Context: an optimization exercise on an open-source flow, tuned for small area. The choices shown serve that exercise and are no tape-out recipe.
The RTL was checked by simulation tests, not by an equivalence proof against the original design.
Power and IR drop assume default switching activity.

==> flow/design.v <==
module DigitalClock_12hrFormat(
    input clk,
    input rst,
    input center,
    input right,
    input left,
    input up,
    input down,
    input M_00,
    input M_01,
    input M_02,
    input M_03,
    input M_10,
    input M_11,
    input M_12,
    input H_00,
    input H_01,
    input H_02,
    input H_10,
    input H_11,
    output [6:0] seg,
    output [3:0] an,
    output AMPM_indicator_led,
    output clock_mode_indicator_led,
    output Alarm1,
    output Alarm2,
    output Alarm3,
    output Alarm4,
    output Alarm5,
    input stop
);
    reg [31:0] counter;
    parameter max_count = 99;
    parameter set_count = 49;
    reg [3:0] H_in1;
    reg [3:0] H_in0;
    reg [3:0] M_in1;
    reg [3:0] M_in0;
    always @(*)begin
    H_in1=H_10+H_11*2;
        H_in0=H_00+H_01*2+H_02*4;
        M_in1=M_10+M_11*2+M_12*4;
        M_in0=M_00+M_01*2+M_02*4+M_03*8;
    end
    reg [5:0] hrs,min,sec;
    reg [3:0] min_ones, min_tens, hrs_ones, hrs_tens;
    reg toggle;   
    reg x;
assign Alarm1 = x;
assign Alarm2 = x;
assign Alarm3 = x;
assign Alarm4 = x;
assign Alarm5 = x;
always @(posedge clk)
begin
if(rst)
x<=0;
else begin
if(stop)
x<=0;
if({H_in1,H_in0,M_in1,M_in0}=={hrs_tens,hrs_ones,min_tens,min_ones})
begin
if(stop==0)
  x<=1;
  else
  x<=0;
end
end
end
    reg pm;
    assign AMPM_indicator_led = pm;
    reg clock_mode;
    assign clock_mode_indicator_led = clock_mode;
    seven_segment SSM(clk,rst,min_ones,min_tens,hrs_ones,hrs_tens,seg,an);
    parameter display_time = 1'b0;
    parameter set_time = 1'b1;
    reg current_mode;
    always @(posedge clk)
    begin
      if (rst) begin
        counter <= 0;
        hrs <= 0;
        min <= 0;
        sec <= 0;
        min_ones <= 0;
        min_tens <= 0;
        hrs_ones <= 0;
        hrs_tens <= 0;
        toggle <= 0;
        pm <= 0;
        clock_mode <= 0;
        current_mode <= set_time;
      end else begin
         case(current_mode)
         display_time:
       begin
          if (center)
          begin
            clock_mode <= 0;
            current_mode <= set_time;
            counter <= 0;
            toggle <= 0;
            sec <= 0;
          end
           if (counter < max_count)
           begin
             counter <= counter + 1;
           end
          else
           begin
               counter <= 0;
               sec <= sec + 1;
           end
        end
         set_time:
         begin
           if (center) begin
           clock_mode <= 1;
           current_mode <= display_time;
           end
           if (counter < (set_count)) begin
           counter <= counter + 1;
           end
           else begin
           counter <= 0;
           case (toggle)
           1'b0:
           begin
              if(up) begin
              min <= min + 1;
           end
    if (down) begin
      if (min > 0) begin
    min <= min - 1;
    end
    else if (hrs > 1) begin
    hrs <= hrs - 1;
    min <= 59;
    end else if (hrs == 1) begin
    hrs <=  12;
    min <= 59;
    end
    end
    if (left || right ) begin
     toggle <= 1;
     end
     end
     1'b1 : begin
     if (up) begin
     hrs <= hrs + 1;
     end
     if (down) begin
     if(hrs > 1) begin
     hrs <= hrs - 1;
     end else if (hrs == 1) begin
     hrs <=  12;
     end
     end
     if (right || left ) begin
     toggle <= 0;
     end
     end
     endcase
     end
     end
     endcase
      if (sec >= 60) begin
      sec <= 0;
      min <= min + 1;
      end
      if (min >= 60) begin
      min <= 0;
      hrs <= hrs + 1;
      end
      if (hrs >=  24) begin
      hrs <= 0;
      end
      else begin
      min_ones <= min % 10;
      min_tens <= min / 10;
      if (hrs < 12) begin
      if (hrs == 0) begin
      hrs_ones <= 2;
      hrs_tens <= 1;
      end else begin
      hrs_ones <= hrs % 10;
      hrs_tens <= hrs / 10;
      end
      pm <= 0;
      end else begin
      if (hrs == 12) begin
      hrs_ones <= 2;
      hrs_tens <= 1;
      end else begin
      hrs_ones <= (hrs - 12) % 10;
      hrs_tens <= (hrs - 12) / 10;
      end
      pm <= 1;
      end
      end
      end
      end
      endmodule
module seven_segment(input clk,
input rst,
input [3:0] min_ones, 
input [3:0] min_tens, 
input [3:0] hrs_ones, 
input [3:0] hrs_tens, 
output reg [6:0] seg,
output reg [3:0] an 
); 
reg [1:0] digit_display; 
reg [6:0] display[3:0];
reg [18:0] counter;
parameter max_count=3;
wire [3:0] four_bit [3:0];
assign four_bit[0]= min_ones;
assign four_bit[1]= min_tens;
assign four_bit[2]= hrs_ones;
assign four_bit[3]= {2'b00, hrs_tens[1:0]};
always @(posedge clk)begin
  if (rst) begin
    counter <= 0;
    digit_display <= 0;
    display[0] <= 7'b1111111;
    display[1] <= 7'b1111111;
    display[2] <= 7'b1111111;
    display[3] <= 7'b1111111;
    seg <= 7'b1111111;
    an <= 4'b1111;
  end else begin
    if(counter < max_count)begin
        counter <= counter+1;
    end else begin
        digit_display <= digit_display +1;
        counter<=0;
    end
    case(four_bit[digit_display])
    4'b0000: display[digit_display]<=7'b1000000;
    4'b0001: display[digit_display]<=7'b1111001;
    4'b0010: display[digit_display]<=7'b0100100;
    4'b0011: display[digit_display]<=7'b0110000;
    4'b0100: display[digit_display]<=7'b0011001;
    4'b0101: display[digit_display]<=7'b0010010;
    4'b0110: display[digit_display]<=7'b0000010;
    4'b0111: display[digit_display]<=7'b1111000;
    4'b1000: display[digit_display]<=7'b0000000;
    4'b1001: display[digit_display]<=7'b0011000;
    4'b1010: display[digit_display]<=7'b0001000;
    4'b1011: display[digit_display]<=7'b0000011;
    4'b1100: display[digit_display]<=7'b1000110;
    4'b1101: display[digit_display]<=7'b0100001;
    4'b1110: display[digit_display]<=7'b0000110;
    default: display[digit_display]<=7'b0001110;
    endcase
    case(digit_display)
    0: begin
        an<=4'b1110;
        seg<=display[0];
    end
    1: begin
        an<=4'b1101;
        seg<=display[1];
    end
    2: begin
        an<=4'b1011;
        seg<=display[2];
    end
    3: begin
        an<=4'b0111;
        seg<=display[3];
    end
    endcase
  end
end
endmodule
==> flow/run.sh <==
#!/bin/bash
# synth_recipe.tcl (not shown) runs the flow's synth.tcl, then flattens the netlist and writes it again
# the make line also repeats each setting of config.mk as NAME=value (left out here)
make -C /OpenROAD-flow-scripts/flow DESIGN_CONFIG=/design/flow/config.mk WORK_HOME=/design/flow/orfs CLKGATE_MAP_FILE= SYNTH_SCRIPT=/design/flow/synth_recipe.tcl finish
==> flow/config.mk <==
export PLATFORM = sky130hd
export DESIGN_NAME = DigitalClock_12hrFormat
export DESIGN_NICKNAME = DigitalClock_12hrFormat
export VERILOG_FILES = /design/flow/design.v
export SDC_FILE = /design/flow/constraint.sdc
export NUM_CORES = 4
export LEC_CHECK = 0
export CAP_MARGIN = 20
export CORE_MARGIN = 2
export CORE_UTILIZATION = 40
export PLACE_DENSITY = 0.6
export SLEW_MARGIN = 20
==> flow/constraint.sdc <==
create_clock -name core_clock -period 10.0 [get_ports {clk}]
set_input_delay 2.0000 -clock core_clock [delete_from_list [all_inputs] [get_ports {clk}]]
set_output_delay 2.0000 -clock core_clock [all_outputs]
set_load 0.01 [all_outputs]
==> metrics.md <==
| Metric | Value |
|---|---|
| Count of non-filler cells in the finished layout | 1060 |
| Top Ports | 38 |
| Outcome | finished clean |
| Clock tree buffer depth | 2 |
| Number of instances in the placed design | 1028 |
| First-pass GRT wire length | 26500 µm |
| DP HPWL | 11200 µm |
| Worst Setup Start Kind | primary input |
| Largest stage delay on the critical path | 0.70 ns |
| WP data arrival | 4.73 ns |
| Die Ht | 133 µm |
| Number of failing setup endpoints in the final timing report | 0 |
| Count of clock tree sinks | 130 |
| Leak Pwr | 3.01 nW |
| Sum of routed wire length over all layers | 15700 µm |
| Worst slew margin relative to its limit | 29.2% |
| Clock-pin slew on the worst setup and hold paths | 0.06 ns |
| Total buffers and inverters traversed by the critical path | 3 |
| Max rail drop VDD | 0.137 mV |
| Number of buffers created by CTS | 17 |
| I/O Buffers | 37 |
| Flip-flop cell with the highest count after synthesis | dfxtp_1 |
| Drt via density | 5.40 |
| Global router's overall resource usage | 18.5% |
| Yosys cell types | 69 |
| Vias in the first global route | 5382 |
| # fillers | 1531 |
| Power Dens Cells | 284 nW/µm² |
| Synth top area cells | dfxtp_1 30%, edfxtp_1 13%, ha_1 5.4%, nand2_1 5.3%, a21oi_1 4.1% |
| Remaining routing DRC violations | 0 |
| Ant diodes | 0 |
| Via Count | 5722 |
| Post-CTS setup buffer count | 0 |
| HP Class | flop to flop |
| Post-placement setup slack | 5.23 ns |
| Floorplan die area | 17800 µm² |
| Standard cell with the maximum stage delay on the critical path | inv_1 |
| Maximum level of the CTS H-tree | 4 |
| Share of final-layout standard cells stronger than drive strength 1 | 7.14% |
| Critical path data required time | 10.35 ns |
| Top cell type's share of synthesized area | 30.5% |
| First DRT Iteration DRCs | 667 |
| Crit-path max FO | 29 |
| Remaining global-route overflow | 0 |
| Synthesized flop and latch total | 130 |
| NumNets Final | 876 |
| Synthesized area | 6710 µm² |
| Gate family responsible for the most delay along the worst path | buffers and inverters |
| Cell Rows | 47 |
| Final hold violations | 0 |
| Warning count from the yosys run | 2 |
| Area after detailed placement | 7310 µm² |
| Hold path depth | 1 |
| Fin worst setup slack | 5.61 ns |
| Fraction of the yosys area taken by sequential cells | 43.0% |
| FFs w/ async S/R, synth | 0% |
| Critical hold path startpoint | SSM.counter[0] |
| Most area-hungry cell type in the Yosys netlist | dfxtp_1 |
| Gate Count Post-Synth | 774 |
| CTS tree | done |
| RSZ-0062 raised after global routing | false |
| List of cells traversed by the critical path | clkdlybuf4s50_1 > buf_4 > inv_1 > nand2_1 > a2111oi_0 > a21o_1 > a21oi_1 > o21ai_0 |
| Max-slew violation count | 0 |
| Cell at the root of the clock tree | clkbuf_16 |
| Transition at the pin with the smallest max-transition slack | 1.05 ns |
| Source of the worst register-to-register timing path | hrs[2] |
| Placer Congestion | 0.880 |
| Worst Setup End Kind | flop |
| Fin crit share | 43.9% |
| Hold Path End | SSM.counter[0] |
| Resized Gates After CTS | 0 |
| Maximum number of pins on one net before global-route repair | 30 |
| Die W | 133 µm |
| Core occupancy in the finished layout | 47.8% |
| Design area | 7880 µm² |
| Post-route setup TNS | 0 ns |
| P&R area growth vs syn | 17.5% |
| Number of nets with antenna violations after routing | 0 |
| Number of detailed-route iterations in the first pass | 5 |
| Starting density of the core | 40.7% |
| CTS hold repair buffers | 0 |
| Post-Synthesis Mean Instance Area | 8.66 µm² |
| Number of enable flip-flop cells after synthesis | 28 |
| Routed wire length per instance | 14.8 µm |
| Setup clock skew after layout | 0.00608 ns |
| Latest clock arrival within the worst-skew pair | 0.42 ns |
| Area of the placeable core | 16500 µm² |
| Final period demand of the worst path | 4.39 ns |
| Class of the most critical setup path | primary input to flop |
| Maxcap violations | 0 |
| Initial antenna violation count | 0 |
| Register-to-register path setup slack | 5.89 ns |
| End of the worst register-to-register path | hrs_tens[0] |
| Maximum clock frequency | 0.228 GHz |
| Count of cells along the worst register-to-register path | 9 |
## synth_stat cells, types with 5 or more instances
master,number
a221oi_1,6
or3_1,10
buf_2,5
or2_2,12
edfxtp_1,28
ha_1,29
a21o_1,8
a211oi_1,12
nor2_1,70
o21a_1,7
nor2b_1,7
a222oi_1,9
dfxtp_1,102
nand3_1,20
a31oi_1,8
inv_1,25
o211ai_1,8
clkbuf_1,33
o22ai_1,7
mux2_2,5
and3_1,6
xnor2_1,19
a21oi_1,55
o21ai_0,45
nand4_1,7
nand2b_1,11
nor3_1,21
o31ai_1,6
nand2_1,94
and2_1,8
nor4_1,12
xor2_1,12
## layout make-up
| type | count | area [µm²] | area share, % |
|---|---|---|---|
| Inverter | 28 | 105 | 1.33 |
| Multi-Input combinational cell | 610 | 3660 | 46.4 |
| Clock inverter | 13 | 111 | 1.41 |
| Tap cell | 220 | 275 | 3.49 |
| Timing Repair Buffer | 40 | 393 | 4.99 |
| Clock buffer | 19 | 453 | 5.75 |
| Sequential cell | 130 | 2880 | 36.6 |
## routing by layer
metal | vias up | global-route usage, % | share of wire, %
met3 | 18 | 4.15 | 4.8
li1 | 2874 | - | -
met1 | 2659 | 24.9 | 48
met2 | 171 | 29.3 | 46
met5 | - | 0 | 0
met4 | 0 | 6.56 | 1.5
## report_power, final
| part | total (mW) | switching [mW] | internal [mW] | leakage, nW |
|---|---|---|---|---|
| sequential | 0.723 | 0.115 | 0.608 | 1.08 |
| clock | 0.586 | 0.248 | 0.339 | 0.275 |
| combinational | 0.929 | 0.543 | 0.387 | 1.66 |
| total | 2.24 | 0.905 | 1.33 | 3.01 |
## flip-flops by register name, summed over array words and instances, names as in the netlist
name               cells
SSM.seg                7
pm                     1
SSM.counter           19
sec                    6
hrs                    6
counter               32
toggle                 1
clock_mode             1
SSM.an                 4
min                    6
SSM.display           28
hrs_ones               4
hrs_tens               4
min_tens               3
current_mode           1
SSM.digit_display      2
x                      1
min_ones               4
## cells in the final DEF (no fill, tap or decap), drive strengths merged, types with 4 or more instances in the layout
cell type and count:
a211oi 12, a21o 8, a21oi 55, a221oi 6, a222oi 9, a31oi 8, and2 8, and3 6
clkbuf 19, clkdlybuf4s50 37, conb 41, dfxtp 102, edfxtp 28, ha 29, inv 36, mux2 5
nand2 94, nand2b 11, nand3 20, nand4 7, nor2 70, nor2b 7, nor3 21, nor4 12
o211ai 8, o21a 7, o21ai 47, o221ai 4, o22ai 7, o31ai 7, or2 12, or3 10
or4 4, xnor2 19, xor2 12
## cell families after synthesis
group | count (synthesis) | share of synthesized area, %
xor gates and xnor gates | 31 | 4.05
and+or+nand+nor | 292 | 20.9
muxes | 7 | 1.14
AOI/OAI and AO/OA | 210 | 20.8
DFF | 130 | 43.0
other | 1 | 0.0559
buffers and inverters | 74 | 4.68
adders and majority gates | 29 | 5.41
## metrics by stage
stage          power (mW)  hold slack [ns]
2_1_floorplan        1.43            0.415
4_1_cts              2.24            0.453
5_1_grt              2.41            0.483
3_5_place_dp         1.64            0.440
6_report             2.24            0.450
3_3_place_gp         1.63            0.433
## worst max-delay path by stage
stage          startpoint          end  depth (start not counted)
2_1_floorplan        down       hrs[2]                          7
3_3_place_gp          rst  hrs_ones[1]                          8
3_5_place_dp          rst  hrs_ones[1]                          8
4_1_cts               rst  hrs_ones[1]                          8
5_1_grt               rst  hrs_ones[1]                          8
6_report              rst  hrs_ones[1]                          8

[what the ideal ports hide]
Ports are ideal in the flow. The routed layout listed here was re-timed in OpenROAD.
Step 1, drivers: a clkbuf_16 drives clk and a buf_2 each remaining input, both assumed.
Step 2 adds t to the input delays and takes it off the output delays; t is the mean of the earliest and latest rising clock arrival at the registers after step 1. Input paths then give back, and output paths get back, about the clock's delay inside the block.
Three values: ideal ports, drivers, drivers and shift; two values: the first two.
t, ns: 0.458
setup slack, ns: 5.615 / 5.631 / 5.173
worst data-port slew with drivers (ns): 0.04
After both steps setup and hold are still met in this run. For this run, drivers alone change the setup slack by +0.016 ns; drivers and shift together by -0.442 ns.
